This is an optimization exercise on Yosys and OpenROAD, whose aim is small area, a short achievable clock period and few clock cycles, not a production implementation.
In this exercise RTL edits were held to simulation tests only and were not proved equivalent to the original.
Power and IR drop assume default switching activity.

==> flow/design.v (excerpt) <==
module bst_sorter_top (
	input 			clk,
	input 			rstn,
	input 			sw_rst,
	input [4:0]		i_cnfg_elems_num,
	input 			i_enable,
	output logic 		o_sorter_phase,
	input 			new_elem_valid,
	input [15:0] 		new_elem_key,
	input [31:0] 		new_elem_value,
	output logic 		new_elem_ack,
	output logic 		sort_is_done_pls,
	output logic [15:0]	min_elem_key,
	output logic [31:0]	min_elem_value,
	output logic [15:0]	max_elem_key,
	output logic [31:0]	max_elem_value,
	input 			get_all_sorted_data_req_pls,
	output logic 		get_all_sorted_data_done_lvl,
	output logic [3:0] 	get_elem_idx,
	output logic		get_elem_valid,
	output logic [15:0] 	get_elem_key,
	output logic [31:0] 	get_elem_value
	);
Size in the first run: ~2900 cells after synthesis, ~210 I/O pins.
clock: 10.0 ns
lec_check: 0
abc_clock_period_in_ps: 3000
cap_margin: 20
core_margin: 2
core_utilization: 40
slew_margin: 20
standard.sh (not shown) runs the stock make flow with config.mk's settings and CLKGATE_MAP_FILE= SYNTH_SCRIPT=/design/flow/synth_recipe.tcl, a recipe that flattens the netlist after the stock synthesis.
==> flow/flow/run.sh <==
#!/bin/bash
set -euo pipefail
bash standard.sh SETUP_SLACK_MARGIN=6.6 \
	BUFFER_PORTS_ARGS="-buffer_cell sky130_fd_sc_hd__buf_1" \
	CTS_CLUSTER_SIZE=27 CTS_CLUSTER_DIAMETER=90 \
	finish > standard.log 2>&1
The starting point ran to the end with no violations.
Testbench counts at the start, summed over its fixed seeds: cycles 15,218.
Change:
--- a/flow/design.v
+++ b/flow/design.v
@@ -185,20 +185,20 @@
 	pc_a0_r <= pc_a0;
 	pc_a1_r <= pc_a1;
 	pc_a2_r <= pc_a2;
 	pc_a3_r <= pc_a3;
 	pc_a4_r <= pc_a4;
 	pc_r 	<= pc;
 	end
-logic [D-1:0]		le_r;
-always_ff @ (posedge clk)
-	le_r <= clr ? '0 : ({D{fresh_r}} & rvld & ~gt_raw & {{(D-1){1'b1}}, 1'b0});
 always_comb
-	for (int i = 0; i < D; i++)
-		inc[i] = sel_now | le_r[(i+D-1)%D];
+	begin
+	inc[0] = sel_now;
+	for (int i = 1; i < D; i++)
+		inc[i] = sel_now | (fresh_r & rvld[i] & ~gt_raw[i]);
+	end
 always_ff @ (posedge clk)
 	begin
 	rk[0] <= take ? new_elem_key   : rk[D-1];
 	rv[0] <= take ? new_elem_value : rv[D-1];
 	rq[0] <= rq[D-1] + QW'(inc[D-1]);
 	rq[1] <= fresh_r ? off : rq[0] + QW'(inc[0]);
 	rq[2] <= rq[1] + QW'(inc[1]);
@@ -215,20 +215,23 @@
 logic [VALUE_W-1:0]	mx_val_r;
 logic [KEY_W-1:0]	out_key_r;
 logic [VALUE_W-1:0]	out_val_r;
 logic 			new_gt_max;
 logic 			min_gt_new;
 gen_bst_key_gt #(.W(KEY_W)) u_cmp_max (.a(rk[0]), .b(mx_key_r), .gt(new_gt_max));
 gen_bst_key_gt #(.W(KEY_W)) u_cmp_min (.a(out_key_r), .b(rk[0]), .gt(min_gt_new));
+logic 			mx_upd;
+logic 			mx_hold;
+assign mx_upd  = fresh_r & (first_r | new_gt_max);
+assign mx_hold = ~mx_upd & ~phase_r;
 always_ff @ (posedge clk)
-	if (fresh_r & (first_r | new_gt_max))
-		begin
-		mx_key_r <= rk[0];
-		mx_val_r <= rv[0];
-		end
+	begin
+	mx_key_r <= (rk[0] & {KEY_W{mx_upd}})   | (mx_key_r & {KEY_W{mx_hold}});
+	mx_val_r <= (rv[0] & {VALUE_W{mx_upd}}) | (mx_val_r & {VALUE_W{mx_hold}});
+	end
 logic [KEY_W-1:0]	sel_key;
 logic [VALUE_W-1:0]	sel_val;
 always_comb
 	begin
 	sel_key = '0;
 	sel_val = '0;
 	for (int i = 0; i < D; i++)
What happened: Wire length increases by 3.1%. Register-to-register slack loses 0.13 ns. Sequential power goes up by about 2%. Total power came out higher by 9.9%. Non-clock buffer count is higher by 20. Via count went up by 2.4%. Cell area went up by 1.9%. Setup slack is worse by 0.028 ns. Fmax falls by 0.84%. Die area came out higher by 0.66%.
Testbench counts after the change, summed over its fixed seeds: cycles 15,218.

---

The RTL this note starts from:
==> flow/design.v <==
module custom_spmem_wrapper_empty #(
	parameter DATA_W 	= 32,
	parameter DEPTH  	= 256,
	parameter SIM_DLY 	= 1,
	parameter ADDR_W  	= $clog2(DEPTH)
	) ( 
	input 				clk, 
	input 				rstn,
	input 				rd_req,  
	input 				wr_req,  
	input [ADDR_W-1:0] 		addr,
	input [DATA_W-1:0] 		wr_data,
	output logic 			rd_data_valid,
	output logic [DATA_W-1:0]	rd_data
	);
always_ff @ (posedge clk or negedge rstn) 
	begin
	if (~rstn)	rd_data_valid <= 1'b0;
	else
		begin
			rd_data_valid <= rd_req;
		end
	end
logic [DATA_W-1:0] 		mem_data_ary [0:DEPTH-1];
always @ (posedge clk)
	begin
	if (rd_req)
		begin
		rd_data <= mem_data_ary[addr];
		end
	else if (wr_req)
		begin
		mem_data_ary[addr] <= wr_data;
		end
	end
endmodule
module gen_bst_sorter #(
	parameter KEY_W 	= 16,
	parameter VALUE_W 	= 32,
	parameter MAX_ELEM_NUM 	= 16,
	parameter MAX_ELEM_NUM_W	= $clog2(MAX_ELEM_NUM+1),
	parameter MAX_ELEM_NUM_IDX_W	= $clog2(MAX_ELEM_NUM)
	) (
	input 					clk,
	input 					rstn,
	input 					sw_rst,
	input [MAX_ELEM_NUM_W-1:0]		i_cnfg_elems_num,
	input 					i_enable,
	output logic 				o_sorter_phase,
	input 					new_elem_valid,
	input [KEY_W-1:0] 			new_elem_key,
	input [VALUE_W-1:0] 			new_elem_value,
	output logic 				new_elem_ack,
	output logic 				sort_is_done_pls,
	output logic [KEY_W-1:0]		min_elem_key,
	output logic [VALUE_W-1:0]		min_elem_value,
	output logic [KEY_W-1:0]		max_elem_key,
	output logic [VALUE_W-1:0]		max_elem_value,
	input 					get_all_sorted_data_req_pls,
	output logic 				get_all_sorted_data_done_lvl,
	output logic [MAX_ELEM_NUM_IDX_W-1:0] 	get_elem_idx,
	output logic				get_elem_valid,
	output logic [KEY_W-1:0] 		get_elem_key,
	output logic [VALUE_W-1:0] 		get_elem_value
	);
localparam D  = MAX_ELEM_NUM;
localparam QW = MAX_ELEM_NUM_IDX_W;
localparam CW = MAX_ELEM_NUM_W;
logic 			clr;		 
logic 			take;		 
logic 			ack_r;
logic [CW-1:0]		n_r;		 
logic [QW-1:0]		nm1_r;		 
logic [QW-1:0]		off;		 
logic [CW-1:0]		cnt_r;		 
logic 			cnt_eq_nm1;
logic 			cnt_eq_n;
logic 			fresh_r;	 
logic 			fresh2_r;	 
logic 			first_sel;	 
logic 			cont_sel;	 
logic 			done_pls_r;
logic 			phase_r;
logic 			started_r;
logic 			ov_r;
logic [QW-1:0]		oidx_r;
logic 			last_out;
logic 			done_lvl_r;
logic 			sel_now;	 
assign clr  = ~i_enable | sw_rst;
assign take = new_elem_valid & ack_r;
assign off = QW'(D - n_r);
assign cnt_eq_nm1 = (cnt_r == n_r - 1'b1);
assign cnt_eq_n   = (cnt_r == n_r);
assign last_out = ov_r & (oidx_r == nm1_r);
assign first_sel = phase_r & ~started_r & get_all_sorted_data_req_pls;
assign cont_sel  = ov_r & (oidx_r != nm1_r);
assign sel_now   = ~clr & (first_sel | cont_sel);
logic [D-1:0][KEY_W-1:0]	rk;
logic [D-1:0][VALUE_W-1:0]	rv;
logic [D-1:0][QW-1:0]		rq;
logic [D-1:0]			rvld;
always_ff @ (posedge clk)
	begin
	n_r   <= i_cnfg_elems_num;
	nm1_r <= QW'(i_cnfg_elems_num - 1'b1);
	end
always_ff @ (posedge clk or negedge rstn)
	begin
	if (~rstn)
		begin
		ack_r 		<= 1'b1;
		cnt_r 		<= '0;
		fresh_r 	<= 1'b0;
		fresh2_r 	<= 1'b0;
		done_pls_r 	<= 1'b0;
		phase_r 	<= 1'b0;
		started_r 	<= 1'b0;
		ov_r 		<= 1'b0;
		done_lvl_r 	<= 1'b0;
		rvld 		<= '0;
		end
	else if (clr)
		begin
		ack_r 		<= 1'b1;
		cnt_r 		<= '0;
		fresh_r 	<= 1'b0;
		fresh2_r 	<= 1'b0;
		done_pls_r 	<= 1'b0;
		phase_r 	<= 1'b0;
		started_r 	<= 1'b0;
		ov_r 		<= 1'b0;
		done_lvl_r 	<= 1'b0;
		rvld 		<= '0;
		end
	else
		begin
		ack_r 		<= ~(take ? cnt_eq_nm1 : cnt_eq_n) & ~rvld[D-2];
		cnt_r 		<= cnt_r + CW'(take);
		fresh_r 	<= take;
		fresh2_r 	<= fresh_r;
		done_pls_r 	<= take & cnt_eq_nm1;
		phase_r 	<= (phase_r | done_pls_r) & ~last_out;
		started_r 	<= started_r | sel_now;
		ov_r 		<= sel_now;
		done_lvl_r 	<= done_lvl_r | last_out;
		rvld 		<= {rvld[D-2:0], take | rvld[D-1]};
		end
	end
always_ff @ (posedge clk)
	oidx_r <= ov_r ? oidx_r + 1'b1 : '0;
logic [D-1:0]		gt;	 
logic [D-1:0]		inc;
logic [QW-1:0]		newq;
logic [D-2:0]		gtx;
logic [D-2:0]		gtx_r;
logic [D-1:0]		gt_raw;
for (genvar gi = 0; gi < D-1; gi++)
	begin : g_cmp
	gen_bst_key_gt #(.W(KEY_W)) u_cmp (.a(rk[gi]), .b(new_elem_key), .gt(gtx[gi]));
	end
always_ff @ (posedge clk)
	gtx_r <= gtx;
assign gt_raw = {gtx_r, 1'b0};
assign gt = rvld & gt_raw;
logic [1:0]	pc_a0, pc_a1, pc_a2, pc_a3, pc_a4;
logic [2:0]	pc_b0, pc_b1;
logic [QW-1:0]	pc_b2;
logic [2:0]	pc_b0_r, pc_b1_r;
logic [QW-1:0]	pc_b2_r;
assign pc_a0 = 2'(gt[1])  + 2'(gt[2])  + 2'(gt[3]);
assign pc_a1 = 2'(gt[4])  + 2'(gt[5])  + 2'(gt[6]);
assign pc_a2 = 2'(gt[7])  + 2'(gt[8])  + 2'(gt[9]);
assign pc_a3 = 2'(gt[10]) + 2'(gt[11]) + 2'(gt[12]);
assign pc_a4 = 2'(gt[13]) + 2'(gt[14]) + 2'(gt[15]);
assign pc_b0 = 3'(pc_a0) + 3'(pc_a1);
assign pc_b1 = 3'(pc_a2) + 3'(pc_a3);
assign pc_b2 = QW'(pc_a4) + off;
always_ff @ (posedge clk)
	begin
	pc_b0_r <= pc_b0;
	pc_b1_r <= pc_b1;
	pc_b2_r <= pc_b2;
	end
assign newq  = QW'(pc_b0_r) + QW'(pc_b1_r) + pc_b2_r;
always_comb
	begin
	inc[0] = sel_now;
	for (int i = 1; i < D; i++)
		inc[i] = sel_now | (fresh_r & rvld[i] & ~gt[i]);
	end
always_ff @ (posedge clk)
	begin
	rk[0] <= take ? new_elem_key   : rk[D-1];
	rv[0] <= take ? new_elem_value : rv[D-1];
	rq[0] <= rq[D-1] + QW'(inc[D-1]);
	rq[1] <= rq[0] + QW'(inc[0]);
	rq[2] <= (fresh2_r ? newq : rq[1]) + QW'(inc[1]);
	for (int i = 1; i < D; i++)
		begin
		rk[i] <= rk[i-1];
		rv[i] <= rv[i-1];
		end
	for (int i = 3; i < D; i++)
		rq[i] <= rq[i-1] + QW'(inc[i-1]);
	end
logic [KEY_W-1:0]	mx_key_r;
logic [VALUE_W-1:0]	mx_val_r;
logic [KEY_W-1:0]	out_key_r;
logic [VALUE_W-1:0]	out_val_r;
logic 			first;
logic 			new_gt_max;
logic 			min_gt_new;
gen_bst_key_gt #(.W(KEY_W)) u_cmp_max (.a(new_elem_key), .b(mx_key_r), .gt(new_gt_max));
assign first = (cnt_r == '0);
always_ff @ (posedge clk)
	begin
	if (take & (first | new_gt_max))
		begin
		mx_key_r <= new_elem_key;
		mx_val_r <= new_elem_value;
		end
	end
logic [KEY_W-1:0]	sel_key;
logic [VALUE_W-1:0]	sel_val;
always_comb
	begin
	sel_key = '0;
	sel_val = '0;
	for (int i = 0; i < D; i++)
		if (rvld[i] & (&rq[i]))
			begin
			sel_key = sel_key | rk[i];
			sel_val = sel_val | rv[i];
			end
	end
gen_bst_key_gt #(.W(KEY_W)) u_cmp_min (.a(out_key_r), .b(new_elem_key), .gt(min_gt_new));
always_ff @ (posedge clk)
	begin
	if (cont_sel)
		begin
		out_key_r <= sel_key;
		out_val_r <= sel_val;
		end
	else if (take & (first | min_gt_new))
		begin
		out_key_r <= new_elem_key;
		out_val_r <= new_elem_value;
		end
	end
assign new_elem_ack			= ack_r;
assign sort_is_done_pls			= done_pls_r;
assign min_elem_key			= out_key_r;
assign min_elem_value			= out_val_r;
assign max_elem_key			= mx_key_r;
assign max_elem_value			= mx_val_r;
assign o_sorter_phase			= phase_r;
assign get_all_sorted_data_done_lvl	= done_lvl_r;
assign get_elem_valid			= ov_r;
assign get_elem_idx			= oidx_r;
assign get_elem_key			= out_key_r;
assign get_elem_value			= out_val_r;
endmodule
module gen_bst_key_gt #(
	parameter W = 16
	) (
	input [W-1:0]	a,
	input [W-1:0]	b,
	output logic	gt
	);
localparam L = $clog2(W);
logic [L:0][W-1:0]	g;
logic [L:0][W-1:0]	l;
assign g[0] = a & ~b;
assign l[0] = ~a & b;
for (genvar lv = 0; lv < L; lv++)
	begin : g_lv
	for (genvar i = 0; i < W; i++)
		begin : g_bit
		if ((i % (2 << lv)) == 0 && (i + (1 << lv)) < W)
			begin : g_join
			assign g[lv+1][i] = g[lv][i+(1<<lv)] | (~l[lv][i+(1<<lv)] & g[lv][i]);
			assign l[lv+1][i] = l[lv][i+(1<<lv)] | (~g[lv][i+(1<<lv)] & l[lv][i]);
			end
		else
			begin : g_pass
			assign g[lv+1][i] = g[lv][i];
			assign l[lv+1][i] = l[lv][i];
			end
		end
	end
assign gt = g[L][0];
endmodule
module bst_sorter_top (
	input 			clk,
	input 			rstn,
	input 			sw_rst,
	input [4:0]		i_cnfg_elems_num,
	input 			i_enable,
	output logic 		o_sorter_phase,
	input 			new_elem_valid,
	input [15:0] 		new_elem_key,
	input [31:0] 		new_elem_value,
	output logic 		new_elem_ack,
	output logic 		sort_is_done_pls,
	output logic [15:0]	min_elem_key,
	output logic [31:0]	min_elem_value,
	output logic [15:0]	max_elem_key,
	output logic [31:0]	max_elem_value,
	input 			get_all_sorted_data_req_pls,
	output logic 		get_all_sorted_data_done_lvl,
	output logic [3:0] 	get_elem_idx,
	output logic		get_elem_valid,
	output logic [15:0] 	get_elem_key,
	output logic [31:0] 	get_elem_value
	);
gen_bst_sorter #(
	.KEY_W 		(16	),
	.VALUE_W 	(32	),
	.MAX_ELEM_NUM 	(16	)
	) u_sorter_inst (
	.clk				(clk				),
	.rstn				(rstn				),
	.sw_rst				(sw_rst				),
	.i_cnfg_elems_num		(i_cnfg_elems_num		),
	.i_enable			(i_enable			),
	.o_sorter_phase			(o_sorter_phase			),
	.new_elem_valid			(new_elem_valid			),
	.new_elem_key			(new_elem_key			),
	.new_elem_value			(new_elem_value			),
	.new_elem_ack			(new_elem_ack			),
	.sort_is_done_pls		(sort_is_done_pls		),
	.min_elem_key			(min_elem_key			),
	.min_elem_value			(min_elem_value			),
	.max_elem_key			(max_elem_key			),
	.max_elem_value			(max_elem_value			),
	.get_all_sorted_data_req_pls	(get_all_sorted_data_req_pls	),
	.get_all_sorted_data_done_lvl	(get_all_sorted_data_done_lvl	),
	.get_elem_idx			(get_elem_idx			),
	.get_elem_valid			(get_elem_valid			),
	.get_elem_key			(get_elem_key			),
	.get_elem_value			(get_elem_value			)
	);
endmodule
Settings: LEC_CHECK=0, ABC_CLOCK_PERIOD_IN_PS=3000, CAP_MARGIN=20, CORE_MARGIN=2, CORE_UTILIZATION=60, SLEW_MARGIN=20; clock period 10.0 ns.
==> flow/flow/run.sh <==
#!/bin/bash
set -euo pipefail
bash standard.sh SETUP_SLACK_MARGIN=6.4 \
	BUFFER_PORTS_ARGS="-buffer_cell sky130_fd_sc_hd__buf_1" \
	CTS_CLUSTER_SIZE=22 CTS_CLUSTER_DIAMETER=80 \
	finish > standard.log 2>&1
Testbench counts at the start, summed over its fixed seeds: cycles 14,738.
Then changed:
--- a/flow/design.v
+++ b/flow/design.v
@@ -152,16 +152,12 @@
 logic [D-1:0]		gt;	 
 logic [D-1:0]		inc;
 logic [QW-1:0]		newq;
-logic [D-2:0]		gtx;
-logic [D-2:0]		gtx_r;
 logic [D-1:0]		gt_raw;
-for (genvar gi = 0; gi < D-1; gi++)
+assign gt_raw[0] = 1'b0;
+for (genvar gi = 1; gi < D; gi++)
 	begin : g_cmp
-	gen_bst_key_gt #(.W(KEY_W)) u_cmp (.a(rk[gi]), .b(new_elem_key), .gt(gtx[gi]));
+	gen_bst_key_gt #(.W(KEY_W)) u_cmp (.a(rk[gi]), .b(rk[0]), .gt(gt_raw[gi]));
 	end
-always_ff @ (posedge clk)
-	gtx_r <= gtx;
-assign gt_raw = {gtx_r, 1'b0};
 assign gt = rvld & gt_raw;
 logic [1:0]	pc_a0, pc_a1, pc_a2, pc_a3, pc_a4;
 logic [2:0]	pc_b0, pc_b1;
Cell count barely changes; area after synthesis decreases by 0.31%; register-to-register slack got worse by 0.94 ns; fmax fell by 1.4%; sequential share of layout area rose by 0.19 points; power is about the same; setup slack is worse by 0.054 ns; cell area drops by 1.6%; count of clock-buffer cells in the layout fell by 5; first-iteration DRC count came out higher by 3.5%; routed wire length drops by 2.8%; worst hold slack gets worse by 0.0055 ns; global-route usage is lower by 1.1 points; non-clock buffer count drops by 17.
Testbench counts after the change, summed over its fixed seeds: cycles 14,738.

## static timing again, ports no longer ideal
The flow's constraints put no driver on any port. The routed layouts listed below were extracted and timed again, unchanged, in two steps. Step 1 sets driving cells, clkbuf_16 on the clock port and buf_2 on the other inputs (assumed; they add their load-dependent delay and slew). Step 2 moves the port delays by t, midway between the first and last clock arrival at a register: inputs arrive t later, outputs are due t later. That takes back most of the time a late clock gives input paths. Slacks: no drivers / after step 1 / after step 2; pairs: no drivers / after step 1.
run | shift t [ns] | setup WS [ns] | worst setup path at the end | clock arrival spread, ns | cell pins on the clock port's net
the first run of note 1 | 0.689 | 6.640 / 6.572 / 6.107 | input to register | 0.041 / 0.042 | 1
the second run of note 1 | 0.704 | 6.612 / 6.600 / 6.102 | input to register | 0.044 / 0.043 | 1
the first run of note 2 | 0.683 | 6.208 / 6.219 / 5.536 | input to register | 0.028 / 0.028 | 1
the second run of note 2 | 0.682 | 6.154 / 6.154 / 5.811 | input to register | 0.025 / 0.026 | 1
After both steps every run listed still meets setup and hold. The setup slack of the first run of note 2, which loses most, moves by +0.011 ns with the drivers and by -0.672 ns with both steps.
